This design comes from an exercise in tuning for small area on the open sky130 flow, not from production work.
RTL that was checked went through simulation tests only; none was proved equivalent to the original.
The clock port is modelled as an ideal driver, which makes a skipped or thinned clock tree look cheaper than it is; a real chip needs a root buffer or a tree.
Power figures rest on the tool's default switching activity, not on a simulated workload.

main:
Design top, start of the top module:
module top (
   input wire mclk,
   input wire rst,
   input wire sensor_clk,
   input wire detecto,
   output wire [1:0] filtro_sel,
   output wire pwm_out1,
   output wire pwm_out2,
   output wire motor1,
   output wire motor2,
   output wire motor3,
   output wire motor4,
   output wire motor5,
   output wire motor6,
   output wire motor7,
   output wire motor8
);
   assign filtro_sel = 2'b00;
   localparam ZZ = 3'b000, Z0 = 3'b001, Z1 = 3'b011, Z2 = 3'b010, Z3 = 3'b110, Z4 = 3'b111;
   reg [2:0] z;
   reg       p_red, p_green;        
   reg       c_red, c_green;        
   reg [13:0] sl;
   always @(posedge mclk)
      if (rst | ~sensor_clk) sl <= 14'd0;
      else sl <= {~sl[12:0], sl[0] ^ sl[13]};
   wire sd0 = ~sl[0] & sl[1] & sl[2] & ~sl[3] & sl[4] & ~sl[6] & ~sl[7] & ~sl[8] & ~sl[9] & ~sl[10] & sl[11] & ~sl[12];
   wire sd1 = ~sl[0] & ~sl[1] & sl[2] & ~sl[3] & sl[4] & ~sl[5] & ~sl[7] & sl[8] & sl[9] & sl[10] & ~sl[11] & ~sl[12];
  ...
==> module top, before the edit <==
module top (
   input wire mclk,
   input wire rst,
   input wire sensor_clk,
   input wire detecto,
   output wire [1:0] filtro_sel,
   output wire pwm_out1,
   output wire pwm_out2,
   output wire motor1,
   output wire motor2,
   output wire motor3,
   output wire motor4,
   output wire motor5,
   output wire motor6,
   output wire motor7,
   output wire motor8
);
   assign filtro_sel = 2'b00;
   localparam ZZ = 3'b000, Z0 = 3'b001, Z1 = 3'b011, Z2 = 3'b010, Z3 = 3'b110, Z4 = 3'b111;
   reg [2:0] z;
   reg       p_red, p_green;        
   reg       c_red, c_green;        
   reg [13:0] sl;
   always @(posedge mclk)
      if (rst | ~sensor_clk) sl <= 14'd0;
      else sl <= {~sl[12:0], sl[0] ^ sl[13]};
   wire sd0 = ~sl[0] & sl[1] & sl[2] & ~sl[3] & sl[4] & ~sl[6] & ~sl[7] & ~sl[8] & ~sl[9] & ~sl[10] & sl[11] & ~sl[12];
   wire sd1 = ~sl[0] & ~sl[1] & sl[2] & ~sl[3] & sl[4] & ~sl[5] & ~sl[7] & sl[8] & sl[9] & sl[10] & ~sl[11] & ~sl[12];
   wire sd2 = ~sl[4] & sl[6] & sl[8] & ~sl[12];
   wire sd3 = sl[0] & ~sl[1] & sl[3] & sl[4] & ~sl[5] & sl[7] & ~sl[8] & sl[9] & ~sl[11] & sl[12] & ~sl[13];
   always @(posedge mclk) begin
      if (rst | ~sensor_clk)
         z <= ZZ;
      else case (z)
         ZZ: z <= Z0;
         Z0: if (sd0) z <= Z1;
         Z1: if (sd1) z <= Z2;
         Z2: if (sd2) z <= Z3;
         Z3: if (sd3) z <= Z4;
         default: z <= Z4;
      endcase
   end
   always @(posedge mclk) begin
      if (rst) begin
         p_red <= 1'b0;
         p_green <= 1'b0;
      end else if (~sensor_clk && z != ZZ) begin
         p_red <= z == Z3;
         p_green <= z == Z1;
      end
   end
   wire tmr_end;
   reg [17:0] tmr;
   always @(posedge mclk)
      if (rst | tmr_end) tmr <= 18'd0;
      else tmr <= {~tmr[16:0], tmr[0] ^ tmr[17]};
   wire tmr_last = ~tmr[0] & tmr[1] & ~tmr[2] & tmr[3] & tmr[4] & tmr[5] & tmr[6] & ~tmr[7] & ~tmr[8] & ~tmr[9] & tmr[10] & tmr[11] & tmr[12] & ~tmr[13] & tmr[14] & tmr[15] & tmr[16] & ~tmr[17];
   assign tmr_end = tmr_last;
   always @(posedge mclk) begin
      if (rst) begin
         c_red <= 1'b0;
         c_green <= 1'b0;
      end else if (tmr_end) begin
         c_red <= p_red;
         c_green <= p_green;
      end
   end
   reg [1:0] est;
   reg       run;
   wire      mc_end;
   reg [18:0] mc;
   always @(posedge mclk)
      if (rst | ~run | mc_end) mc <= 19'd0;
      else mc <= {~mc[17:0], mc[11] ^ mc[18]};
   wire mc_last = ~mc[0] & mc[1] & ~mc[2] & mc[3] & ~mc[4] & mc[5] & mc[6] & mc[7] & mc[8] & mc[10] & mc[11] & ~mc[12] & ~mc[13] & mc[14] & ~mc[15] & ~mc[16] & mc[17] & mc[18];
   assign mc_end = mc_last;
   always @(posedge mclk) begin
      if (rst) begin
         est <= 2'b00;
         run <= 1'b0;
      end else if (!run) begin
         if (!detecto) begin
            run <= 1'b1;
            est <= {c_green, c_red};
         end
      end else if (mc_end) begin
         est <= 2'b00;
         run <= 1'b0;
      end
   end
   wire pc_end;
   reg  f250, f500, pwm1, pwm2;
   reg [12:0] pc;
   always @(posedge mclk)
      if (rst | pc_end) pc <= 13'd0;
      else pc <= {~pc[11:0], ~(pc[2] ^ pc[12])};
   wire pc_last = ~pc[1] & ~pc[2] & ~pc[3] & ~pc[4] & ~pc[5] & pc[6] & ~pc[7] & pc[8] & ~pc[9] & ~pc[10];
   wire pc250 = ~pc[0] & ~pc[4] & pc[7] & pc[11] & ~pc[12];
   wire pc500 = pc[0] & pc[3] & pc[4] & pc[5] & pc[6] & ~pc[8] & pc[9];
   assign pc_end = pc_last;
   always @(posedge mclk) begin
      if (rst | pc_end) begin
         f250 <= 1'b1;
         f500 <= 1'b1;
      end else begin
         if (pc250) f250 <= 1'b0;
         if (pc500) f500 <= 1'b0;
      end
   end
   always @(posedge mclk) begin
      if (rst) begin
         pwm1 <= 1'b0;
         pwm2 <= 1'b0;
      end else begin
         pwm1 <= est[0] ? f250 : f500;
         pwm2 <= est[1] ? f250 : f500;
      end
   end
   assign pwm_out1 = pwm1;
   assign pwm_out2 = pwm2;
   wire sc_end;
   reg [3:0] m;                     
   reg [7:0] sc;
   always @(posedge mclk)
      if (rst | sc_end) sc <= 8'd0;
      else sc <= {~sc[6:0], sc[1] ^ sc[2] ^ sc[5] ^ sc[7]};
   wire sc_last = sc[0] & sc[1] & ~sc[2] & ~sc[4] & ~sc[6] & sc[7];
   assign sc_end = sc_last;
   always @(posedge mclk) begin
      if (rst)
         m <= 4'b0000;
      else if (sc_end) begin
         m[3] <= ~(m[2] | m[1]);
         m[2] <= (m[3] | m[2]) & ~(m[1] | m[0]);
         m[1] <= (m[2] | m[1]) & ~(m[0] | m[3]);
         m[0] <= (m[1] | m[0]) & ~(m[3] | m[2]);
      end
   end
   assign {motor4, motor3, motor2, motor1} = m;
   assign {motor8, motor7, motor6, motor5} = m;
endmodule
export LEC_CHECK = 0
export CAP_MARGIN = 20
export CORE_MARGIN = 2
export CORE_UTILIZATION = 40
export SLEW_MARGIN = 20
create_clock -name core_clock -period 5.0 [get_ports {mclk}]
standard.sh (not shown) runs the stock make flow with config.mk's settings and CLKGATE_MAP_FILE= SYNTH_SCRIPT=/design/flow/synth_recipe.tcl, a recipe that flattens the netlist after the stock synthesis.
==> flow/flow/run.sh <==
#!/bin/bash
# Standard ORFS layout, with two changes:
#  - ports are buffered with sky130_fd_sc_hd__buf_1 instead of the default buffer;
#  - the clock tree is a single level of CLK_K clock buffers (CLK_BUF), each driving one
#    placement cluster of registers, built by flow/clock_tree.tcl in place of TritonCTS.
set -euo pipefail
export BUFFER_PORTS_ARGS="-buffer_cell sky130_fd_sc_hd__buf_1"
export PRE_CTS_TCL="$PWD/flow/clock_tree.tcl"
export CLK_K="${CLK_K:-3}"
export CLK_BUF="${CLK_BUF:-sky130_fd_sc_hd__clkbuf_16}"
bash standard.sh finish > standard.log 2>&1
Other scripts of this flow, unchanged in this note and not shown: flow/flow/clock_tree.tcl
main finished all stages; the layout is clean.
Setup changes, main to the feature branch
-- flow/design.v --
<<< main, line 32
      if (rst | ~sensor_clk)
         z <= ZZ;
      else case (z)
         ZZ: z <= Z0;
         Z0: if (sd0) z <= Z1;
         Z1: if (sd1) z <= Z2;
         Z2: if (sd2) z <= Z3;
         Z3: if (sd3) z <= Z4;
         default: z <= Z4;
      endcase
   end
   always @(posedge mclk) begin
>>> the feature branch, line 32
      if (rst | ~sensor_clk)
         z <= ZZ;
      else begin
         z[0] <= ~z[1] | (z[0] & ~z[2] & ~sd1) | (z[2] & (z[0] | sd3));
         z[1] <= z[1] | (z[0] & sd0);
         z[2] <= z[2] | (z[1] & ~z[0] & sd2);
      end
   end
   always @(posedge mclk) begin
<<< main, line 45
         p_red <= 1'b0;
         p_green <= 1'b0;
      end else if (~sensor_clk && z != ZZ) begin
         p_red <= z == Z3;
         p_green <= z == Z1;
      end
   end
>>> the feature branch, line 42
         p_red <= 1'b0;
         p_green <= 1'b0;
      end else if (~sensor_clk && (z[0] | z[1])) begin
         p_red <= z[2] & ~z[0];
         p_green <= z[0] & z[1] & ~z[2];
      end
   end
<<< main, line 66
      end
   end
   reg [1:0] est;
   reg       run;
   wire      mc_end;
   reg [18:0] mc;
   always @(posedge mclk)
>>> the feature branch, line 63
      end
   end
   reg  [1:0] srt;
   wire       run = srt[1] | srt[0];
   wire [1:0] est = {srt[1] & ~srt[0], srt[0] & ~srt[1]};    
   wire       mc_end;
   reg [18:0] mc;
   always @(posedge mclk)
<<< main, line 76
   assign mc_end = mc_last;
   always @(posedge mclk) begin
      if (rst) begin
         est <= 2'b00;
         run <= 1'b0;
      end else if (!run) begin
         if (!detecto) begin
            run <= 1'b1;
            est <= {c_green, c_red};
         end
      end else if (mc_end) begin
         est <= 2'b00;
         run <= 1'b0;
      end
   end
   wire pc_end;
>>> the feature branch, line 74
   assign mc_end = mc_last;
   always @(posedge mclk) begin
      if (rst)
         srt <= 2'b00;
      else if (!run) begin
         if (!detecto)
            srt <= {~c_red, ~c_green};
      end else if (mc_end)
         srt <= 2'b00;
   end
   wire pc_end;
<<< main, line 113
         pwm2 <= 1'b0;
      end else begin
         pwm1 <= est[0] ? f250 : f500;
         pwm2 <= est[1] ? f250 : f500;
      end
   end
>>> the feature branch, line 106
         pwm2 <= 1'b0;
      end else begin
         pwm1 <= f250 | (f500 & ~est[0]);    
         pwm2 <= f250 | (f500 & ~est[1]);
      end
   end
==> run summary <==
Across the feature branch and main, the outcome is the same: a clean finish for every run.
Delta(setup slack, the feature branch - main) > 0
When the final numbers for the feature branch and main were put side by side, the combinational power turned out to be smaller in main.
The feature branch ended up with a higher length of routed met3 wiring than main did.
main → the feature branch: share of power burned in the clock network moved down, cell area moved down, share of post-route cells with drive strength above 1 fell by 2.1 points, weighted congestion reported at the end of routability-driven placement +about 1.1%, final non-filler cell total has decreased.
On the feature branch: inverter count of the layout excluding clock inverters is 2 lower than what main gave.
The feature branch: number of filler cells placed in the layout is about 6% lower than what main reported.
In every run of this note, the design's own scripts or RTL, not TritonCTS, make the clock network.

* * *

The RTL this note starts from:
==> flow/design.v <==
module top (
   input wire mclk,
   input wire rst,
   input wire sensor_clk,
   input wire detecto,
   output wire [1:0] filtro_sel,
   output wire pwm_out1,
   output wire pwm_out2,
   output wire motor1,
   output wire motor2,
   output wire motor3,
   output wire motor4,
   output wire motor5,
   output wire motor6,
   output wire motor7,
   output wire motor8
);
   assign filtro_sel = 2'b00;
   localparam ZZ = 3'b000, Z0 = 3'b001, Z1 = 3'b011, Z2 = 3'b010, Z3 = 3'b110, Z4 = 3'b111;
   reg [2:0] z;
   reg       p_red, p_green;        
   reg       c_red, c_green;        
   reg [13:0] sl;
   always @(posedge mclk)
      if (rst | ~sensor_clk) sl <= 14'd0;
      else sl <= {~sl[12:0], sl[0] ^ sl[13]};
   wire sd0 = ~sl[0] & sl[1] & sl[2] & ~sl[3] & sl[4] & ~sl[6] & ~sl[7] & ~sl[8] & ~sl[9] & ~sl[10] & sl[11] & ~sl[12];
   wire sd1 = ~sl[0] & ~sl[1] & sl[2] & ~sl[3] & sl[4] & ~sl[5] & ~sl[7] & sl[8] & sl[9] & sl[10] & ~sl[11] & ~sl[12];
   wire sd2 = ~sl[4] & sl[6] & sl[8] & ~sl[12];
   wire sd3 = sl[0] & sl[3] & sl[4] & ~sl[5] & sl[7] & ~sl[8] & sl[9] & ~sl[11] & sl[12] & ~sl[13];
   always @(posedge mclk) begin
      if (rst | ~sensor_clk)
         z <= ZZ;
      else begin
         z[0] <= ~z[1] | (z[0] & ~z[2] & ~sd1) | (z[2] & (z[0] | sd3));
         z[1] <= z[1] | (z[0] & sd0);
         z[2] <= z[2] | (z[1] & ~z[0] & sd2);
      end
   end
   always @(posedge mclk) begin
      if (rst) begin
         p_red <= 1'b0;
         p_green <= 1'b0;
      end else if (~sensor_clk && (z[0] | z[1])) begin
         p_red <= z[2] & ~z[0];
         p_green <= z[0] & z[1] & ~z[2];
      end
   end
   wire tmr_end;
   reg [17:0] tmr;
   always @(posedge mclk)
      if (rst | tmr_end) tmr <= 18'd0;
      else tmr <= {~tmr[16:0], tmr[0] ^ tmr[17]};
   wire tmr_last = ~tmr[0] & tmr[1] & ~tmr[2] & tmr[3] & tmr[4] & tmr[5] & tmr[6] & ~tmr[8] & ~tmr[9] & tmr[10] & tmr[11] & tmr[12] & ~tmr[13] & tmr[14] & tmr[15] & tmr[16] & ~tmr[17];
   assign tmr_end = tmr_last;
   always @(posedge mclk) begin
      if (rst) begin
         c_red <= 1'b0;
         c_green <= 1'b0;
      end else if (tmr_end) begin
         c_red <= p_red;
         c_green <= p_green;
      end
   end
   reg  [1:0] srt;
   wire       run = srt[1] | srt[0];
   wire [1:0] est = {srt[1] & ~srt[0], srt[0] & ~srt[1]};    
   wire       mc_end;
   reg [18:0] mc;
   always @(posedge mclk)
      if (rst | ~run | mc_end) mc <= 19'd0;
      else mc <= {~mc[17:0], mc[11] ^ mc[18]};
   wire mc_last = ~mc[0] & mc[1] & ~mc[2] & mc[3] & ~mc[4] & mc[5] & mc[6] & mc[7] & mc[8] & mc[10] & mc[11] & ~mc[12] & ~mc[13] & mc[14] & ~mc[15] & ~mc[16] & mc[17] & mc[18];
   assign mc_end = mc_last;
   always @(posedge mclk) begin
      if (rst)
         srt <= 2'b00;
      else if (!run) begin
         if (!detecto)
            srt <= {~c_red, ~c_green};
      end else if (mc_end)
         srt <= 2'b00;
   end
   wire pc_end;
   reg  f250, f500, pwm1, pwm2;
   reg [12:0] pc;
   always @(posedge mclk)
      if (rst | pc_end) pc <= 13'd0;
      else pc <= {~pc[11:0], ~(pc[2] ^ pc[12])};
   wire pc_last = ~pc[1] & ~pc[2] & ~pc[3] & ~pc[4] & ~pc[5] & pc[6] & ~pc[7] & pc[8] & ~pc[9] & ~pc[10];
   wire pc250 = ~pc[0] & ~pc[4] & pc[7] & pc[11] & ~pc[12];
   wire pc500 = pc[0] & pc[3] & pc[4] & pc[5] & pc[6] & ~pc[8] & pc[9];
   assign pc_end = pc_last;
   always @(posedge mclk) begin
      if (rst | pc_end) begin
         f250 <= 1'b1;
         f500 <= 1'b1;
      end else begin
         if (pc250) f250 <= 1'b0;
         if (pc500) f500 <= 1'b0;
      end
   end
   always @(posedge mclk) begin
      if (rst) begin
         pwm1 <= 1'b0;
         pwm2 <= 1'b0;
      end else begin
         pwm1 <= f250 | (f500 & ~est[0]);    
         pwm2 <= f250 | (f500 & ~est[1]);
      end
   end
   assign pwm_out1 = pwm1;
   assign pwm_out2 = pwm2;
   wire sc_end;
   reg [3:0] m;                     
   reg [7:0] sc;
   always @(posedge mclk)
      if (rst | sc_end) sc <= 8'd0;
      else sc <= {~sc[6:0], sc[7] ^ (sc[3] & ~sc[4])};
   wire sc_last = ~sc[0] & ~sc[1] & ~sc[2] & ~sc[4] & ~sc[5] & sc[7];
   assign sc_end = sc_last;
   always @(posedge mclk) begin
      if (rst)
         m <= 4'b0000;
      else if (sc_end) begin
         m[3] <= ~(m[2] | m[1]);
         m[2] <= (m[3] | m[2]) & ~(m[1] | m[0]);
         m[1] <= (m[2] | m[1]) & ~(m[0] | m[3]);
         m[0] <= (m[1] | m[0]) & ~(m[3] | m[2]);
      end
   end
   assign {motor4, motor3, motor2, motor1} = m;
   assign {motor8, motor7, motor6, motor5} = m;
endmodule
clock: 5.0 ns
lec_check: 0
cap_margin: 20
core_margin: 2
core_utilization: 40
slew_margin: 20
==> flow/flow/run.sh <==
#!/bin/bash
# Standard ORFS layout, with two changes:
#  - ports are buffered with sky130_fd_sc_hd__buf_1 instead of the default buffer;
#  - the clock tree is a single level of CLK_K clock buffers, each driving one equal-sized
#    placement cluster of registers, built by flow/clock_tree.tcl in place of TritonCTS;
#    each buffer starts as CLK_BUF and is sized up until its estimated slew is under
#    CLK_SLEW_TARGET ns.
set -euo pipefail
export BUFFER_PORTS_ARGS="-buffer_cell sky130_fd_sc_hd__buf_1"
export PRE_CTS_TCL="$PWD/flow/clock_tree.tcl"
export CLK_K=3
export CLK_BUF=sky130_fd_sc_hd__buf_8
export CLK_SLEW_TARGET=0.12
bash standard.sh finish > standard.log 2>&1
Other scripts of this flow, unchanged in this note and not shown: flow/flow/clock_tree.tcl
The first run finished with timing, DRC and antenna clean.
Change:
--- a/flow/design.v
+++ b/flow/design.v
@@ -28,5 +28,5 @@
    wire sd1 = ~sl[0] & ~sl[1] & sl[2] & ~sl[3] & sl[4] & ~sl[5] & ~sl[7] & sl[8] & sl[9] & sl[10] & ~sl[11] & ~sl[12];
    wire sd2 = ~sl[4] & sl[6] & sl[8] & ~sl[12];
-   wire sd3 = sl[0] & sl[3] & sl[4] & ~sl[5] & sl[7] & ~sl[8] & sl[9] & ~sl[11] & sl[12] & ~sl[13];
+   wire sd3 = sl[0] & ~sl[1] & sl[3] & sl[4] & ~sl[5] & sl[7] & ~sl[8] & sl[9] & ~sl[11] & sl[12] & ~sl[13];
    always @(posedge mclk) begin
       if (rst | ~sensor_clk)
@@ -52,5 +52,5 @@
       if (rst | tmr_end) tmr <= 18'd0;
       else tmr <= {~tmr[16:0], tmr[0] ^ tmr[17]};
-   wire tmr_last = ~tmr[0] & tmr[1] & ~tmr[2] & tmr[3] & tmr[4] & tmr[5] & tmr[6] & ~tmr[8] & ~tmr[9] & tmr[10] & tmr[11] & tmr[12] & ~tmr[13] & tmr[14] & tmr[15] & tmr[16] & ~tmr[17];
+   wire tmr_last = ~tmr[0] & tmr[1] & ~tmr[2] & tmr[3] & tmr[4] & tmr[5] & tmr[6] & ~tmr[7] & ~tmr[8] & ~tmr[9] & tmr[10] & tmr[11] & tmr[12] & ~tmr[13] & tmr[14] & tmr[15] & tmr[16] & ~tmr[17];
    assign tmr_end = tmr_last;
    always @(posedge mclk) begin
@@ -117,6 +117,6 @@
    always @(posedge mclk)
       if (rst | sc_end) sc <= 8'd0;
-      else sc <= {~sc[6:0], sc[7] ^ (sc[3] & ~sc[4])};
-   wire sc_last = ~sc[0] & ~sc[1] & ~sc[2] & ~sc[4] & ~sc[5] & sc[7];
+      else sc <= {~sc[6:0], sc[1] ^ sc[2] ^ sc[5] ^ sc[7]};
+   wire sc_last = sc[0] & sc[1] & ~sc[2] & ~sc[4] & ~sc[6] & sc[7];
    assign sc_end = sc_last;
    always @(posedge mclk) begin
- The changed run produced a clean layout
- maximum frequency came out lower by 1.8%
- via count is higher by 2.3%
- power fell by 1.6%
- clock skew hardly moves
- design area hardly moves
- final cell count stays the same
- register-to-register slack gains 0.13 ns
- core utilization barely changes
- sequential share of layout area goes up by 0.13 points
- clock power went down by about 1%
- global-route usage goes up by 0.30 points
- die area is about the same
- worst hold slack got worse by 0.0094 ns
No functional check of the RTL was part of the first run of this note. In every run of this note, the design's own scripts or RTL, not TritonCTS, make the clock network.

==> re-timing with driven ports <==
In the flow no input, the clock included, has a driving cell. The finished layouts below were timed again as built, in two steps. Step 1 sets driving cells, clkbuf_16 on the clock port and buf_2 on the other inputs (assumed; they add their load-dependent delay and slew). Step 2 times the ports against the registers' clock, not the clock port: input delays grow and output delays shrink by t, the midpoint of the rising clock arrivals with the driver on. a / b / c = no drivers / after step 1 / after step 2; a / b = the first two.
| run | t (ns) | setup slack, ns | latest minus earliest clock arrival (ns) |
|---|---|---|---|
| main | 0.224 | 2.855 / 2.892 / 2.668 | 0.016 / 0.016 |
| the feature branch | 0.225 | 3.048 / 3.092 / 2.867 | 0.011 / 0.011 |
| the first run of note 2 | 0.209 | 3.057 / 3.094 / 2.885 | 0.011 / 0.011 |
| the second run of note 2 | 0.201 | 3.021 / 3.065 / 2.864 | 0.008 / 0.009 |
After both steps every run listed still meets setup and hold. For main, which loses most, drivers alone change the setup slack by +0.037 ns; drivers and shift together by -0.187 ns.
